Source: an optimization exercise on an open RTL-to-GDS flow (aim: small area). Production flows keep margins and buffers that such runs may drop.
In this exercise RTL edits were held to simulation tests only and were not proved equivalent to the original.
Power and IR drop assume default switching activity. No driver is modelled on the clock port, so clocking that relies on it looks cheaper here than on a real chip.

## lane 3
==> flow/design.v <==
module param_synch_fifo #(parameter WIDTH = 16,
                          parameter DEPTH = 32,
                          parameter PTR_WIDTH = 6) (clk,rstn,write,read,din,dout,empty,full);
input clk,rstn;
input write,read;
input [WIDTH-1:0] din;
output reg [WIDTH-1:0] dout;
output wire empty, full;
localparam AW = PTR_WIDTH-1;
reg [WIDTH*DEPTH-1:0] sr;
reg [AW-1:0] idx;
reg e;
assign empty = e;
assign full = ~e & (&idx);
wire push = write & ~full;
wire pop  = read & ~e;
always @(posedge clk)
begin
		if (push)
				sr <= {sr[WIDTH*(DEPTH-1)-1:0], din};
end
always @(posedge clk)
begin
		if (push & ~pop)
				idx <= e ? {AW{1'b0}} : idx + 1'b1;
		else if (pop & ~push & (idx != {AW{1'b0}}))
				idx <= idx - 1'b1;
end
always @(posedge clk or negedge rstn)
begin
		if (!rstn)
				e <= 1'b1;
		else if (push)
				e <= 1'b0;
		else if (pop & (idx == {AW{1'b0}}))
				e <= 1'b1;
end
reg [WIDTH-1:0] rdata;
integer k;
always @(*)
begin
		rdata = pop ? {WIDTH{1'b0}} : dout;
		for (k = 0; k < DEPTH; k = k + 1)
				rdata = rdata | ({WIDTH{pop & (idx == k)}} & sr[WIDTH*k +: WIDTH]);
end
always @(posedge clk or negedge rstn)
begin
		if (!rstn)
				dout <= {WIDTH{1'b0}};
		else
				dout <= rdata;
end
endmodule
clock: 5.0 ns
lec_check: 0
cap_margin: 20
core_margin: 2
core_utilization: 65
cts_buf_list: sky130_fd_sc_hd__clkbuf_4
place_density: 0.75
slew_margin: 20
run.sh (not shown) runs the stock make flow with config.mk's settings and CLKGATE_MAP_FILE= SYNTH_SCRIPT=/design/flow/synth_recipe.tcl, a recipe that flattens the netlist after the stock synthesis.
Lane 3 completed; timing, DRC and antenna clean
Changes in lane 5 relative to lane 3:
diff --git a/flow/config.mk b/flow/config.mk
--- a/flow/config.mk
+++ b/flow/config.mk
@@ -10,3 +10 @@
-export CORE_UTILIZATION = 65
-export CTS_BUF_LIST = sky130_fd_sc_hd__clkbuf_4
-export PLACE_DENSITY = 0.75
+export CORE_UTILIZATION = 40
--- outcome ---
Cmp lane 5 vs lane 3: largest net degree at the start of global routing higher in lane 5. Re post-synthesis share of cell area spent on and, or, nand and nor gates: no difference whatsoever between lane 3 and lane 5. The sequential power on lane 3 is in line with that on lane 5. Share of power burned in combinational logic (higher): lane 3. The final HPWL from detailed placement in lane 5 is 1.05 times that in lane 3. Lane 5 has routed length per instance below what lane 3 had. The share of the final layout cell area in sequential cells number comes out higher for lane 3 vs lane 5. Between lane 5 and lane 3, it is lane 5 whose area added between synthesis and finish is higher, by 1.9 points. Relative to lane 3, the hold slack of lane 5 is higher by 0.022 ns.


param_synch_fifo, a different RTL version from the one above (not shown whole).
For scale: roughly 1400 cells after synthesis, about 540 flip-flops, ~38 I/O pins, roughly 0.017 mm^2 of cells after synthesis.
Design param_synch_fifo, start of the top module:
module param_synch_fifo #(parameter WIDTH = 16,
                          parameter DEPTH = 32,
                          parameter PTR_WIDTH = 6) (clk,rstn,write,read,din,dout,empty,full);
input clk,rstn;
input write,read;
input [WIDTH-1:0] din;
output reg [WIDTH-1:0] dout;
output wire empty, full;
localparam AW = PTR_WIDTH-1;
reg [AW-1:0] idx;
reg e;
reg p;
assign empty = e;
assign full = ~e & (&idx);
wire push = write & ~full;
wire pop  = read & ~e;
wire pushn = ~push;
always @(posedge clk or negedge rstn)
begin
		if (!rstn)
				p <= 1'b0;
		else
				p <= ~p;
end
wire [WIDTH-1:0] word [0:DEPTH];
assign word[0] = din ^ {WIDTH{p}};
genvar g, b;
generate
		for (g = 0; g < DEPTH; g = g + 1) begin : gw
				reg [WIDTH-1:0] w;
				wire [WIDTH-1:0] nx;
				for (b = 0; b < WIDTH; b = b + 1) begin : gb
						fifo_o22ai u (.a1(word[g][b]), .a2(pushn), .b1(w[b]), .b2(push), .y(nx[b]));
				end
				always @(posedge clk)
						w <= nx;
				assign word[g+1] = w;
		end
endgenerate
wire up = push & ~pop;
wire dn = pop & ~push;
always @(posedge clk)
begin
		idx <= e ? {AW{1'b0}} : idx + {{(AW-1){dn}}, up | dn};
end
always @(posedge clk or negedge rstn)
begin
		if (!rstn)
				e <= 1'b1;
		else if (push)
				e <= 1'b0;
		else if (pop & (idx == {AW{1'b0}}))
				e <= 1'b1;
end
wire [DEPTH:0] sel;
generate
		for (g = 0; g < DEPTH; g = g + 1) begin : gsel
				assign sel[g] = pop & (idx == g);
		end
endgenerate
assign sel[DEPTH] = ~pop;
localparam NG = (DEPTH+1)/3;
wire [WIDTH-1:0] src [0:DEPTH];
generate
		for (g = 0; g < DEPTH; g = g + 1) begin : gsrc
				assign src[g] = word[g+1];
		end
endgenerate
assign src[DEPTH] = dout;
wire [WIDTH-1:0] rdata;
wire fix = pop & p;
generate
		for (b = 0; b < WIDTH; b = b + 1) begin : gbit
				wire [NG-1:0] q;
				for (g = 0; g < NG; g = g + 1) begin : ggrp
						fifo_aoi222 u (.a1(sel[3*g]),   .a2(src[3*g][b]),
						               .b1(sel[3*g+1]), .b2(src[3*g+1][b]),
						               .c1(sel[3*g+2]), .c2(src[3*g+2][b]), .y(q[g]));
				end
				assign rdata[b] = ~(&q) ^ fix;
		end
endgenerate
always @(posedge clk or negedge rstn)
begin
		if (!rstn)
				dout <= {WIDTH{1'b0}};
		else
				dout <= rdata;
end
endmodule
clock: 5.0 ns
lec_check: 0
cap_margin: 20
core_margin: 2
core_utilization: 55
place_density: 0.7
slew_margin: 20
synth_hierarchical: 1
standard.sh (not shown) runs the stock make flow with config.mk's settings and CLKGATE_MAP_FILE= SYNTH_SCRIPT=/design/flow/synth_recipe.tcl, a recipe that flattens the netlist after the stock synthesis.
==> flow/flow/run.sh <==
#!/bin/bash
# Own layout flow: the standard flow (standard.sh) with two changes:
#  - port buffers use the smallest buffer cell (buf_1) instead of the
#    default pick, still one buffer on every input and output port;
#  - clock tree synthesis without dummy loads, with clkbuf_16 leaf buffers.
# Each tool's output goes to a log in this folder.
set -o pipefail
cp standard.sh standard_sh_copy.log
export BUFFER_PORTS_ARGS="-buffer_cell sky130_fd_sc_hd__buf_1"
export CTS_ARGS="-sink_clustering_enable -repair_clock_nets -dont_use_dummy_load -buf_list sky130_fd_sc_hd__clkbuf_16 -sink_clustering_size 30 -sink_clustering_max_diameter 80"
bash standard.sh > standard_flow.log 2>&1
Change:
--- a/flow/flow/run.sh
+++ b/flow/flow/run.sh
@@ -5 +5 @@
-#  - clock tree synthesis without dummy loads, with clkbuf_16 leaf buffers.
+#  - clock tree synthesis without dummy loads, with clkbuf_8 leaf buffers.
@@ -10 +10 @@
-export CTS_ARGS="-sink_clustering_enable -repair_clock_nets -dont_use_dummy_load -buf_list sky130_fd_sc_hd__clkbuf_16 -sink_clustering_size 30 -sink_clustering_max_diameter 80"
+export CTS_ARGS="-sink_clustering_enable -repair_clock_nets -dont_use_dummy_load -buf_list sky130_fd_sc_hd__clkbuf_8 -sink_clustering_size 18 -sink_clustering_max_diameter 45"
- CAP_MARGIN: 20 -> 5
- CORE_UTILIZATION: 55 -> 65
- PLACE_DENSITY: 0.7 -> 0.75
- SLEW_MARGIN: 20 -> 5
The new run completed without violations.
Clock-buffer cell count rose by 23.
Worst hold slack degrades by 0.071 ns.
Via count does not change.
Clock skew rose by 0.052 ns.
Worst setup slack degrades by 0.30 ns.


## job 6250
param_synch_fifo again, from the RTL that the note above started with.
clock: 5.0 ns
lec_check: 0
cap_margin: 5
core_margin: 2
core_utilization: 65
gpl_timing_driven: 0
place_density: 0.75
slew_margin: 5
synth_hierarchical: 1
==> flow/flow/run.sh <==
#!/bin/bash
# Own layout flow: the standard flow (standard.sh) with two changes:
#  - port buffers use the smallest buffer cell (buf_1) instead of the
#    default pick, still one buffer on every input and output port;
#  - clock tree synthesis without dummy loads, with clkbuf_16 leaf buffers.
# Each tool's output goes to a log in this folder.
set -o pipefail
cp standard.sh standard_sh_copy.log
export BUFFER_PORTS_ARGS="-buffer_cell sky130_fd_sc_hd__buf_1"
export CTS_ARGS="-sink_clustering_enable -repair_clock_nets -dont_use_dummy_load -buf_list sky130_fd_sc_hd__clkbuf_16 -sink_clustering_size 30 -sink_clustering_max_diameter 80"
bash standard.sh > standard_flow.log 2>&1
Changes in job 1725 relative to job 6250:
-- flow/config.mk --
<<< job 6250, line 9
export CORE_MARGIN = 2
export CORE_UTILIZATION = 65
export GPL_TIMING_DRIVEN = 0
export PLACE_DENSITY = 0.75
export SLEW_MARGIN = 5
>>> job 1725, line 9
export CORE_MARGIN = 2
export CORE_UTILIZATION = 65
export PLACE_DENSITY = 0.75
export SLEW_MARGIN = 5
==> run notes <==
Total detailed-routing wirelength, job 1725 and job 6250: higher on job 1725. Length of routed wiring on met1: job 1725 and job 6250 compared, lower one is job 6250. Synthesis-to-layout area growth (job 1725 over job 6250): decrease, 2.0 points.
Edits applied to the flow inputs when going from job 1725 to job 1823:
==> flow/flow/run.sh <==
#!/bin/bash
# Own layout flow: the standard flow (standard.sh) with two changes:
#  - port buffers use the smallest buffer cell (buf_1) instead of the
#    default pick, still one buffer on every input and output port;
#  - clock tree synthesis without dummy loads, with clkbuf_8 leaf buffers.
# Each tool's output goes to a log in this folder.
set -o pipefail
cp standard.sh standard_sh_copy.log
export BUFFER_PORTS_ARGS="-buffer_cell sky130_fd_sc_hd__buf_1"
export CTS_ARGS="-sink_clustering_enable -repair_clock_nets -dont_use_dummy_load -buf_list sky130_fd_sc_hd__clkbuf_8 -sink_clustering_size 16 -sink_clustering_max_diameter 50"
bash standard.sh > standard_flow.log 2>&1
==> flow/config.mk <==
export PLATFORM = sky130hd
export DESIGN_NAME = param_synch_fifo
export DESIGN_NICKNAME = param_synch_fifo
export VERILOG_FILES = /design/flow/design.v
export SDC_FILE = /design/flow/constraint.sdc
export NUM_CORES = 4
export LEC_CHECK = 0
export CAP_MARGIN = 20
export CORE_MARGIN = 2
export CORE_UTILIZATION = 55
export CTS_BUF_LIST = sky130_fd_sc_hd__clkbuf_8
export CTS_CLUSTER_DIAMETER = 50
export CTS_CLUSTER_SIZE = 16
export PLACE_DENSITY = 0.7
export SLEW_MARGIN = 20
export SYNTH_HIERARCHICAL = 1
--- outcome ---
Maximum number of pins on one net before global-route repair is lower on job 1725. The higher total wire length after detailed routing came out of job 1823. Per the comparison of job 1823 with job 1725, part of the power in combinational logic held steady; fraction of power spent switching nets grew by 0.36 points. Job 1725 -> job 1823: overall die height increased by a little under 10%. Delta (job 1823 minus job 1725): per-cell routed wire length now sits lower, overall power of the completed layout now sits higher, floorplan die area now sits higher. The maximum resistive drop on vdd of job 1823 was superior to that of job 1725.
## Diff of input files: job 8783 against job 1823
==> flow/flow/run.sh <==
#!/bin/bash
# Own layout flow: the standard flow (standard.sh) with these changes:
#  - port buffers use the smallest buffer cell (buf_1) instead of the
#    default pick, still one buffer on every input and output port;
#  - clock tree synthesis without dummy loads, with clkbuf_16 buffers;
#  - after global routing, cells on paths with positive slack are
#    downsized (ORFS's RECOVER_POWER step, any footprint).
# Each tool's output goes to a log in this folder.
set -o pipefail
cp standard.sh standard_sh_copy.log
export BUFFER_PORTS_ARGS="-buffer_cell sky130_fd_sc_hd__buf_1"
export CTS_ARGS="-sink_clustering_enable -repair_clock_nets -dont_use_dummy_load -buf_list sky130_fd_sc_hd__clkbuf_16 -sink_clustering_size 30 -sink_clustering_max_diameter 80"
export RECOVER_POWER=100
export MATCH_CELL_FOOTPRINT=0
bash standard.sh > standard_flow.log 2>&1
==> flow/config.mk <==
export PLATFORM = sky130hd
export DESIGN_NAME = param_synch_fifo
export DESIGN_NICKNAME = param_synch_fifo
export VERILOG_FILES = /design/flow/design.v
export SDC_FILE = /design/flow/constraint.sdc
export NUM_CORES = 4
export LEC_CHECK = 0
export CAP_MARGIN = 5
export CORE_MARGIN = 2
export CORE_UTILIZATION = 65
export PLACE_DENSITY = 0.75
export SLEW_MARGIN = 5
export SYNTH_HIERARCHICAL = 1
## What came out
The final report for job 8783 shows a completed flow and a layout that fails verification, specifically capacitance limit, slew limit. Compared with job 1823, in job 8783 final cell area excluding filler cells now sits lower, number of clock buffer instances in the layout now sits lower, slew of the pin with the lowest slew margin now sits higher, worst setup slack after placement now sits higher, total power now sits lower. Taking job 1823 as the reference, in job 8783 fmax dropped 19%; first-pass GRT wire length dropped 1700 um; post-route minimum period climbed 0.75 ns.
diff inputs: job 8783 => job 6609
==> flow/flow/run.sh <==
#!/bin/bash
# Own layout flow: the standard flow (standard.sh) with two changes:
#  - port buffers use the smallest buffer cell (buf_1) instead of the
#    default pick, still one buffer on every input and output port;
#  - clock tree synthesis without dummy loads, with clkbuf_16 leaf buffers.
# Each tool's output goes to a log in this folder.
set -o pipefail
cp standard.sh standard_sh_copy.log
export BUFFER_PORTS_ARGS="-buffer_cell sky130_fd_sc_hd__buf_1"
export CTS_ARGS="-sink_clustering_enable -repair_clock_nets -dont_use_dummy_load -buf_list sky130_fd_sc_hd__clkbuf_16 -sink_clustering_size 30 -sink_clustering_max_diameter 80"
bash standard.sh > standard_flow.log 2>&1
-- flow/config.mk --
<<< job 8783, line 9
export CORE_MARGIN = 2
export CORE_UTILIZATION = 65
export PLACE_DENSITY = 0.75
export SLEW_MARGIN = 5
>>> job 6609, line 9
export CORE_MARGIN = 2
export CORE_UTILIZATION = 65
export GPL_ROUTABILITY_DRIVEN = 0
export GPL_TIMING_DRIVEN = 0
export PLACE_DENSITY = 0.75
export SLEW_MARGIN = 5
Job 6609: done, clean on timing, DRC and antenna. Going from job 8783 to job 6609, design internal power climbed about 0.9%; met2 routing resource usage after global routing climbed 0.23 points. | post-route cell area | higher: job 6609 |. The global-route usage in job 6609 was lower than what job 8783 gave. On total power consumption of the routed design, job 6609 tracks job 8783 almost exactly. Sort job 6609 and job 8783 by sequential portion of the cell area, ascending, and job 6609 comes first.
Edits applied to the flow inputs when going from job 6609 to job 7367:
==> flow/run.sh (new file) <==
#!/bin/bash
# synth_recipe.tcl (not shown) runs the flow's synth.tcl, then flattens the netlist and writes it again
# the make line also repeats each setting of config.mk as NAME=value (left out here)
make -C /OpenROAD-flow-scripts/flow DESIGN_CONFIG=/design/flow/config.mk WORK_HOME=/design/flow/orfs CLKGATE_MAP_FILE= SYNTH_SCRIPT=/design/flow/synth_recipe.tcl finish
==> flow/config.mk <==
export PLATFORM = sky130hd
export DESIGN_NAME = param_synch_fifo
export DESIGN_NICKNAME = param_synch_fifo
export VERILOG_FILES = /design/flow/design.v
export SDC_FILE = /design/flow/constraint.sdc
export NUM_CORES = 4
export LEC_CHECK = 0
export CAP_MARGIN = 20
export CORE_MARGIN = 2
export CORE_UTILIZATION = 55
export CTS_BUF_LIST = sky130_fd_sc_hd__clkbuf_8
export CTS_CLUSTER_DIAMETER = 50
export CTS_CLUSTER_SIZE = 16
export PLACE_DENSITY = 0.7
export SLEW_MARGIN = 20
export SYNTH_HIERARCHICAL = 1
removed: flow/flow/run.sh
removed: flow/standard.sh
[summary]
- Job 6609 was smaller in final cell area than job 7367.
- Cell depth of the worst setup path in job 7367 is 7 below job 6609.
- Smallest setup slack after layout: job 7367 higher than job 6609
- Relative to job 6609, the average via count per standard cell measured on job 7367 has decreased by a few percent.

-- re-timing with driven ports --
How much do the figures lean on ideal ports? The routed layouts below were timed once more, with nothing changed but the port constraints. Step 1 (the two cells are an assumption about what drives the block):
set clk [get_ports {clk}]
set_driving_cell -lib_cell sky130_fd_sc_hd__clkbuf_16 $clk
set_driving_cell -lib_cell sky130_fd_sc_hd__buf_2 [delete_from_list [all_inputs] $clk]
Step 2 moves the port delays by t, midway between the first and last clock arrival at a register: inputs arrive t later, outputs are due t later. That takes back most of the time a late clock gives input paths. a / b / c = ideal ports / drivers / drivers and shift; a / b = the first two.
run	t (ns)	setup WS [ns]	worst setup path after step 2
lane 3	0.834	1.070 / 1.022 / 0.620	input to register
lane 5	0.646	1.194 / 1.225 / 0.579	input to register
the first run of note 2	0.592	1.738 / 1.738 / 1.301	input to register
the second run of note 2	0.615	1.437 / 1.437 / 1.363	input to register
job 6250	0.590	0.955 / 0.955 / 0.632	input to register
job 1725	0.586	1.479 / 1.479 / 1.419	input to register
job 1823	0.603	1.696 / 1.696 / 1.324	input to register
job 8783	0.589	0.944 / 0.944 / 0.523	input to register
job 6609	0.590	0.955 / 0.955 / 0.632	input to register
job 7367	0.625	1.524 / 1.476 / 1.080	input to register
For lane 5, which loses most, drivers alone change the setup slack by +0.031 ns; drivers and shift together by -0.615 ns.
